Context: an optimization exercise on an open-source flow, tuned for small area, a short achievable clock period and few clock cycles. The choices shown serve that exercise and are no tape-out recipe. The RTL was checked by simulation tests, not by an equivalence proof against the original design. Power figures rest on the tool's default switching activity, not on a simulated workload.

==> flow/design.v <==
module huffman(clk, reset, gray_valid, gray_data, CNT_valid, CNT1, CNT2, CNT3, CNT4, CNT5, CNT6,
    code_valid, HC1, HC2, HC3, HC4, HC5, HC6, M1, M2, M3, M4, M5, M6);
input clk;
input reset;
input gray_valid;
input [7:0] gray_data;
output CNT_valid;
output [7:0] CNT1, CNT2, CNT3, CNT4, CNT5, CNT6;
output code_valid;
output [7:0] HC1, HC2, HC3, HC4, HC5, HC6;
output [7:0] M1, M2, M3, M4, M5, M6;
function lt7(input [6:0] a, input [6:0] b, input le);
  reg [6:0] l, e;
  reg l10, e10, l32, e32, l54, e54, l30, e30, l60, e60;
  begin
    l = ~a & b;
    e = ~(a ^ b);
    l10 = l[1] | (e[1] & l[0]);   e10 = e[1] & e[0];
    l32 = l[3] | (e[3] & l[2]);   e32 = e[3] & e[2];
    l54 = l[5] | (e[5] & l[4]);   e54 = e[5] & e[4];
    l30 = l32 | (e32 & l10);      e30 = e32 & e10;
    l60 = l[6] | (e[6] & l54);    e60 = e[6] & e54;
    lt7 = l60 | (e60 & (l30 | (e30 & le)));
  end
endfunction
function [6:0] add7(input [6:0] a, input [6:0] b);
  reg [6:0] g, p, c;
  reg [6:0] g1, p1, g2, p2;
  integer j;
  begin
    g = a & b;
    p = a ^ b;
    g1 = g; p1 = p;
    for (j = 1; j < 7; j = j + 1) begin g1[j] = g[j] | (p[j] & g[j-1]); p1[j] = p[j] & p[j-1]; end
    g2 = g1; p2 = p1;
    for (j = 2; j < 7; j = j + 1) begin g2[j] = g1[j] | (p1[j] & g1[j-2]); p2[j] = p1[j] & p1[j-2]; end
    c = g2;
    for (j = 4; j < 7; j = j + 1) c[j] = g2[j] | (p2[j] & g2[j-4]);
    add7 = p ^ {c[5:0], 1'b0};
  end
endfunction
reg [3:0] t;     
reg pv;          
reg cv, hv;      
reg [6:0] S;     
wire t0 = (t == 4'd0);
wire t1 = (t == 4'd1);
wire t2 = (t == 4'd2);
wire t3 = (t == 4'd3);
wire t4 = (t == 4'd4);
wire rnk = t0 | t1 | t2 | t3 | t4;
wire start = t0 & pv & ~gray_valid;
wire comb = (t == 4'd5) | (t == 4'd6) | (t == 4'd7) | (t == 4'd8) | (t == 4'd9);
wire [5:0] self = {1'b0, t4, t3, t2, t1, t0};
wire [5:0] le = {rnk, rnk, t0 | t1 | t2 | t3, t0 | t1 | t2, t0 | t1, t0};
reg [6:0] w [0:5];
reg [2:0] dq [0:5];   
wire [2:0] d [0:5];
reg [3:0] mk [0:5];   
reg [3:0] c [0:5];    
wire [5:0] lt;
wire [5:0] kp, kq;
wire [6:0] X = S;
reg [6:0] bc;
always @*
  case (t[1:0])
    2'd0: bc = w[1];
    2'd1: bc = w[2];
    2'd2: bc = w[3];
    default: bc = w[4];
  endcase
reg [6:0] w0n;    
genvar gi;
generate for (gi = 0; gi < 6; gi = gi + 1) begin : sym
  assign d[gi] = dq[gi] ^ 3'b001;
  assign lt[gi] = lt7(w[gi], X, le[gi]);
  assign kp[gi] = (d[gi] == 3'd2);
  assign kq[gi] = (d[gi] == 3'd3);
end endgenerate
reg [6:0] P, Q;
reg [5:2] h;     
integer i;
always @* begin
  P = 7'd0;
  Q = 7'd0;
  h = 4'd0;
  for (i = 0; i < 6; i = i + 1) begin
    P = P | (w[i] & {7{kp[i]}});
    Q = Q | (w[i] & {7{kq[i]}});
    if (d[i] == 3'd2 && lt[i]) h[2] = 1'b1;
    if (d[i] == 3'd3 && lt[i]) h[3] = 1'b1;
    if (d[i] == 3'd4 && lt[i]) h[4] = 1'b1;
    if (d[i] == 3'd5 && lt[i]) h[5] = 1'b1;
  end
end
wire [2:0] m = {h[5], h[3] & ~h[5], (h[2] & ~h[3]) | (h[4] & ~h[5])};
wire [6:0] PQ = add7(P, Q);
wire [6:0] PS = add7(P, S);
always @(posedge clk) begin
  if (rnk)
    S <= (t0 & gray_valid) ? w0n : t4 ? 7'h7f : bc;
  else
    S <= (PQ & {7{h[3]}}) | (PS & {7{~h[3]}});
  if (reset) begin
    t <= 4'd0;
    pv <= 1'b0;
    cv <= 1'b0;
    hv <= 1'b0;
  end else begin
    pv <= gray_valid;
    cv <= start;
    hv <= (t == 4'd9);
    if (t0)
      t <= {3'b000, start};
    else if (t != 4'd11)
      t <= t + 4'd1;
  end
end
always @* begin
  w0n = w[0];
  if (gray_data == 8'd1)
    w0n = w[0] + 7'd1;
end
generate for (gi = 0; gi < 6; gi = gi + 1) begin : upd
  wire member = (d[gi][2:1] == 2'b00);
  wire inc = (gi < 5 && self[gi]) ? lt[5] : ~lt[gi];
  wire [3:0] at = {mk[gi][2:0], 1'b1} & ~mk[gi];
  always @(posedge clk) begin
    if (reset) begin
      w[gi] <= 7'd0;
      mk[gi] <= 4'd0;
      c[gi] <= 4'd0;
    end else begin
      if (t0 && gray_valid && gray_data == gi + 1)
        w[gi] <= w[gi] + 7'd1;
      if (comb && member) begin
        w[gi] <= S;
        mk[gi] <= {mk[gi][2:0], 1'b1};
        c[gi] <= c[gi] | (at & {4{~d[gi][0]}});
      end
    end
    if (rnk)
      dq[gi] <= ((t0 ? 3'd2 : d[gi]) + {2'b00, inc}) ^ 3'b001;
    else
      dq[gi] <= (member ? m : d[gi] + {2'b11, ~lt[gi]}) ^ 3'b001;
  end
end endgenerate
wire [7:0] hc [0:5];
wire [7:0] mo [0:5];
generate for (gi = 0; gi < 6; gi = gi + 1) begin : outs
  assign mo[gi] = {3'b000, mk[gi], 1'b1};
  assign hc[gi] = {3'b000, {1'b0, c[gi]} | ({mk[gi], 1'b1} & ~{1'b0, mk[gi]} & {5{dq[gi][0]}})};
end endgenerate
assign CNT_valid = cv;
assign code_valid = hv;
assign CNT1 = {1'b0, w[0]};
assign CNT2 = {1'b0, w[1]};
assign CNT3 = {1'b0, w[2]};
assign CNT4 = {1'b0, w[3]};
assign CNT5 = {1'b0, w[4]};
assign CNT6 = {1'b0, w[5]};
assign HC1 = hc[0];
assign HC2 = hc[1];
assign HC3 = hc[2];
assign HC4 = hc[3];
assign HC5 = hc[4];
assign HC6 = hc[5];
assign M1 = mo[0];
assign M2 = mo[1];
assign M3 = mo[2];
assign M4 = mo[3];
assign M5 = mo[4];
assign M6 = mo[5];
endmodule
==> flow/config.mk <==
export PLATFORM = sky130hd
export DESIGN_NAME = huffman
export DESIGN_NICKNAME = huffman
export VERILOG_FILES = /design/flow/design.v
export SDC_FILE = /design/flow/constraint.sdc
export NUM_CORES = 4
export LEC_CHECK = 0
export CAP_MARGIN = 20
export CORE_MARGIN = 2
export CORE_UTILIZATION = 45
export SETUP_SLACK_MARGIN = 3.7
export SLEW_MARGIN = 20
==> flow/constraint.sdc <==
create_clock -name core_clock -period 6.2 [get_ports {clk}]
set_input_delay 1.2400 -clock core_clock [delete_from_list [all_inputs] [get_ports {clk}]]
set_output_delay 1.2400 -clock core_clock [all_outputs]
set_load 0.01 [all_outputs]
standard.sh (not shown) runs the stock make flow with config.mk's settings and CLKGATE_MAP_FILE= SYNTH_SCRIPT=/design/flow/synth_recipe.tcl, a recipe that flattens the netlist after the stock synthesis.
==> flow/flow/run.sh <==
#!/bin/bash
# The standard layout (standard.sh) with these changes:
#  - synthesis: ADDER_MAP_FILE is empty, so ORFS does not extract full/half
#    adder cells and abc maps the arithmetic like the rest of the logic; abc
#    runs flow/abc.script (area-oriented mapping; the layout's repair steps
#    size the gates) instead of ORFS's script. Registers are mapped by the
#    same dfflibmap step as in the standard synthesis.
#  - clock tree synthesis without dummy load cells (CTS_ARGS).
#  - every port still gets a buffer, but a buf_1 instead of the delay cell
#    buffer_ports picks by default, and repair may resize cells across
#    footprints (MATCH_CELL_FOOTPRINT=0).
set -euo pipefail
here=$(pwd)
export ADDER_MAP_FILE=
export MY_ABC_SCRIPT=$here/flow/abc.script
sed -e "s#SYNTH_SCRIPT=[^ ]*#SYNTH_SCRIPT=$here/flow/synth.tcl#" \
    -e 's#"${@:-finish}"#MATCH_CELL_FOOTPRINT=0 "CTS_ARGS=-sink_clustering_enable -repair_clock_nets -dont_use_dummy_load -sink_clustering_size 30 -sink_clustering_max_diameter 100 -buf_list sky130_fd_sc_hd__clkbuf_8" "BUFFER_PORTS_ARGS=-buffer_cell sky130_fd_sc_hd__buf_1" "${@:-finish}"#' \
    standard.sh > my_standard.sh
bash my_standard.sh > standard.log 2>&1
==> flow/flow/abc.script <==
strash
dc2
dch -f
map -D 1500
topo
stime -c
buffer -c
upsize -c -D 1500
dnsize -c -D 1500
==> flow/flow/synth.tcl <==
# The standard flow's synthesis script (synth_recipe.tcl), with abc given our own script
# (abc.script beside this file) in place of ORFS's abc_speed/abc_area script.
proc synth {args} { yosys synth -nofsm -noshare {*}$args }
proc abc {args} {
  set i [lsearch -exact $args -script]
  if { $i >= 0 } { lset args [expr {$i + 1}] $::env(MY_ABC_SCRIPT) }
  yosys abc {*}$args
}
source $::env(SCRIPTS_DIR)/synth.tcl
# left out here: clear keep_hierarchy, flatten, clean up, hide names made inside functions, write 1_2_yosys.v
Testbench counts at the start, summed over its fixed seeds: cycles 7,104.
Rerun with:
- GPL_TIMING_DRIVEN: unset -> 0
- SETUP_SLACK_MARGIN: 3.7 -> 3.6
Area after synthesis stays the same.
Cell area drops by 1.1%.
Worst setup slack improved by 57 ps.
Rerun with:
--- a/flow/flow/run.sh
+++ b/flow/flow/run.sh
@@ -15,5 +15,5 @@
 export MY_ABC_SCRIPT=$here/flow/abc.script
 sed -e "s#SYNTH_SCRIPT=[^ ]*#SYNTH_SCRIPT=$here/flow/synth.tcl#" \
-    -e 's#"${@:-finish}"#MATCH_CELL_FOOTPRINT=0 "CTS_ARGS=-sink_clustering_enable -repair_clock_nets -dont_use_dummy_load -sink_clustering_size 30 -sink_clustering_max_diameter 100 -buf_list sky130_fd_sc_hd__clkbuf_8" "BUFFER_PORTS_ARGS=-buffer_cell sky130_fd_sc_hd__buf_1" "${@:-finish}"#' \
+    -e 's#"${@:-finish}"#MATCH_CELL_FOOTPRINT=0 "CTS_ARGS=-sink_clustering_enable -repair_clock_nets -dont_use_dummy_load -sink_clustering_size 40 -sink_clustering_max_diameter 150 -sink_buffer_max_cap_derate 1.0 -buf_list sky130_fd_sc_hd__clkbuf_8" "BUFFER_PORTS_ARGS=-buffer_cell sky130_fd_sc_hd__buf_1" "${@:-finish}"#' \
     standard.sh > my_standard.sh
 bash my_standard.sh > standard.log 2>&1
==> flow/flow/abc.script (replaced) <==
strash
dch -f
map -D 1500
topo
stime -c
buffer -c
upsize -c -D 1500
dnsize -c -D 1500
- GPL_TIMING_DRIVEN: 0 -> unset
Result: The changed run went through all stages and came out clean; non-clock buffer count drops by 111; hold slack degrades by 12 ps; synthesized area climbs by 2.5%; utilization drops by 6.9 points; clock power stays flat; wire length drops by 14%; power drops by 1.7%; die area climbs by 2.4%.
Rerun with:
==> flow/flow/run.sh (replaced) <==
#!/bin/bash
# The standard layout (standard.sh) with these changes:
#  - synthesis: ADDER_MAP_FILE is empty, so ORFS does not extract full/half
#    adder cells and abc maps the arithmetic like the rest of the logic; abc
#    runs flow/abc.script (area-oriented mapping; the layout's repair steps
#    size the gates) instead of ORFS's script. Registers are mapped by the
#    same dfflibmap step as in the standard synthesis.
#  - every port still gets a buffer, but a buf_1 instead of the delay cell
#    buffer_ports picks by default, and repair may resize cells across
#    footprints (MATCH_CELL_FOOTPRINT=0).
set -euo pipefail
here=$(pwd)
export ADDER_MAP_FILE=
export MY_ABC_SCRIPT=$here/flow/abc.script
sed -e "s#SYNTH_SCRIPT=[^ ]*#SYNTH_SCRIPT=$here/flow/synth.tcl#" \
    -e 's#"${@:-finish}"#MATCH_CELL_FOOTPRINT=0 "BUFFER_PORTS_ARGS=-buffer_cell sky130_fd_sc_hd__buf_1" "${@:-finish}"#' \
    standard.sh > my_standard.sh
bash my_standard.sh > standard.log 2>&1
After rerunning: Cell area rose by 5.4%. Worst setup slack is better by 4.8 ps. Hold slack is about the same.
Rerun with:
--- a/flow/flow/run.sh
+++ b/flow/flow/run.sh
@@ -6,4 +6,5 @@
 #    size the gates) instead of ORFS's script. Registers are mapped by the
 #    same dfflibmap step as in the standard synthesis.
+#  - clock tree synthesis without dummy load cells (CTS_ARGS).
 #  - every port still gets a buffer, but a buf_1 instead of the delay cell
 #    buffer_ports picks by default, and repair may resize cells across
@@ -14,5 +15,5 @@
 export MY_ABC_SCRIPT=$here/flow/abc.script
 sed -e "s#SYNTH_SCRIPT=[^ ]*#SYNTH_SCRIPT=$here/flow/synth.tcl#" \
-    -e 's#"${@:-finish}"#MATCH_CELL_FOOTPRINT=0 "BUFFER_PORTS_ARGS=-buffer_cell sky130_fd_sc_hd__buf_1" "${@:-finish}"#' \
+    -e 's#"${@:-finish}"#MATCH_CELL_FOOTPRINT=0 "CTS_ARGS=-sink_clustering_enable -repair_clock_nets -dont_use_dummy_load -sink_clustering_size 30 -sink_clustering_max_diameter 100 -buf_list sky130_fd_sc_hd__clkbuf_8" "BUFFER_PORTS_ARGS=-buffer_cell sky130_fd_sc_hd__buf_1" "${@:-finish}"#' \
     standard.sh > my_standard.sh
 bash my_standard.sh > standard.log 2>&1
==> flow/flow/abc.script (replaced) <==
strash
dc2
dch -f
map -D 1500
topo
stime -c
buffer -c
upsize -c -D 1500
dnsize -c -D 1500
- CORE_UTILIZATION: 45 -> 40
Outcome: Register-to-register slack is worse by 40 ps; flip-flop and latch count is unchanged; global-route usage fell by 0.83 points; synthesized area drops by 2.4%; via count barely changes; routed wire length climbs by 7.6%; combinational power fell by 5.0%.
Rerun with:
==> flow/flow/abc.script (replaced) <==
strash
dc2
dch -f
map -D 1700
topo
stime -c
buffer -c
upsize -c -D 1700
dnsize -c -D 1700
- CORE_UTILIZATION: 40 -> 45
The changed run produced a clean layout.
Wire length went up by a few percent.
Flip-flop and latch count stays the same.
Worst setup slack loses 89 ps.
Critical path depth came out higher by 12.
Register-to-register slack gets worse by 100 ps.
Hold slack is better by 4.2 ps.

---

Setup of sierra:
RTL: the design.v shown in full above, as it stands there.
clock: 6.2 ns
lec_check: 0
cap_margin: 20
core_margin: 2
core_utilization: 45
setup_slack_margin: 3.5
slew_margin: 20
==> flow/flow/run.sh <==
#!/bin/bash
# The standard layout (standard.sh) with these changes:
#  - synthesis: ADDER_MAP_FILE is empty, so ORFS does not extract full/half
#    adder cells and abc maps the arithmetic like the rest of the logic; abc
#    runs flow/abc.script (area-oriented mapping; the layout's repair steps
#    size the gates) instead of ORFS's script. Registers are mapped by the
#    same dfflibmap step as in the standard synthesis.
#  - clock tree synthesis without dummy load cells (CTS_ARGS).
#  - every port still gets a buffer, but a buf_1 instead of the delay cell
#    buffer_ports picks by default, and repair may resize cells across
#    footprints (MATCH_CELL_FOOTPRINT=0).
set -euo pipefail
here=$(pwd)
export ADDER_MAP_FILE=
export MY_ABC_SCRIPT=$here/flow/abc.script
sed -e "s#SYNTH_SCRIPT=[^ ]*#SYNTH_SCRIPT=$here/flow/synth.tcl#" \
    -e 's#"${@:-finish}"#MATCH_CELL_FOOTPRINT=0 "CTS_ARGS=-sink_clustering_enable -repair_clock_nets -dont_use_dummy_load -sink_clustering_size 30 -sink_clustering_max_diameter 100 -buf_list sky130_fd_sc_hd__clkbuf_8" "BUFFER_PORTS_ARGS=-buffer_cell sky130_fd_sc_hd__buf_1" "${@:-finish}"#' \
    standard.sh > my_standard.sh
bash my_standard.sh > standard.log 2>&1
==> flow/flow/abc.script <==
strash
dc2
dch -f
map -D 1500
topo
stime -c
buffer -c
upsize -c -D 1500
dnsize -c -D 1500
Scripts as last shown in full above: flow/flow/synth.tcl
Testbench counts of sierra, summed over its fixed seeds: cycles 7,104.
[inputs] cedar vs sierra
--- a/flow/config.mk
+++ b/flow/config.mk
@@ -11 +11 @@
-export SETUP_SLACK_MARGIN = 3.5
+export SETUP_SLACK_MARGIN = 3.6
Notes after the runs:
cedar vs sierra, finished layout cell area went up by 3.8%.
On part of the total power dissipated in the clock network, the lower figure sits with cedar, not sierra.
sierra → cedar: pre-CTS setup slack increased by 0.033 ns relative to the old numbers; post-route core utilization grew by 2.0 points; instance area after placement has increased; combinational power share saw an increase.
Cmp sierra and cedar / area occupied by multi-input gates / lower: sierra
Looking only at routed wire length, and setting everything else aside, the higher value of sierra and cedar goes to cedar.

-- what the ideal ports hide --
No port has a modelled driver above. Below, the same layouts with a new extraction and two added sets of constraints. Step 1, drivers: a clkbuf_16 drives clk and a buf_2 each remaining input, both assumed. Step 2 also shifts input and output timing later by t, the mid clock arrival at the registers, as if the neighbouring blocks saw the same clock. Slacks: ideal / step 1 / step 2; pairs: ideal / step 1.
run	t, ns	setup WS [ns]	worst setup path at the end	clock arrival spread, ns	cell pins on the clock port's net
the first run of note 1	0.497	3.564 / 3.521 / 3.253	input to register	0.033 / 0.034	1
the second run of note 1	0.500	3.621 / 3.580 / 3.220	input to register	0.044 / 0.044	1
the third run of note 1	0.496	3.620 / 3.603 / 3.148	input to register	0.036 / 0.037	1
the fourth run of note 1	0.476	3.625 / 3.607 / 3.235	input to register	0.007 / 0.008	1
the fifth run of note 1	0.489	3.576 / 3.534 / 3.129	input to register	0.038 / 0.038	1
the sixth run of note 1	0.474	3.487 / 3.487 / 3.092	input to register	0.039 / 0.039	1
sierra	0.495	3.556 / 3.511 / 3.098	input to register	0.038 / 0.038	1
cedar	0.484	3.661 / 3.619 / 3.234	input to register	0.033 / 0.033	1
After both steps setup and hold are still met in every run listed. The setup slack of the third run of note 1, which loses most, moves by -0.017 ns with the drivers and by -0.472 ns with both steps.
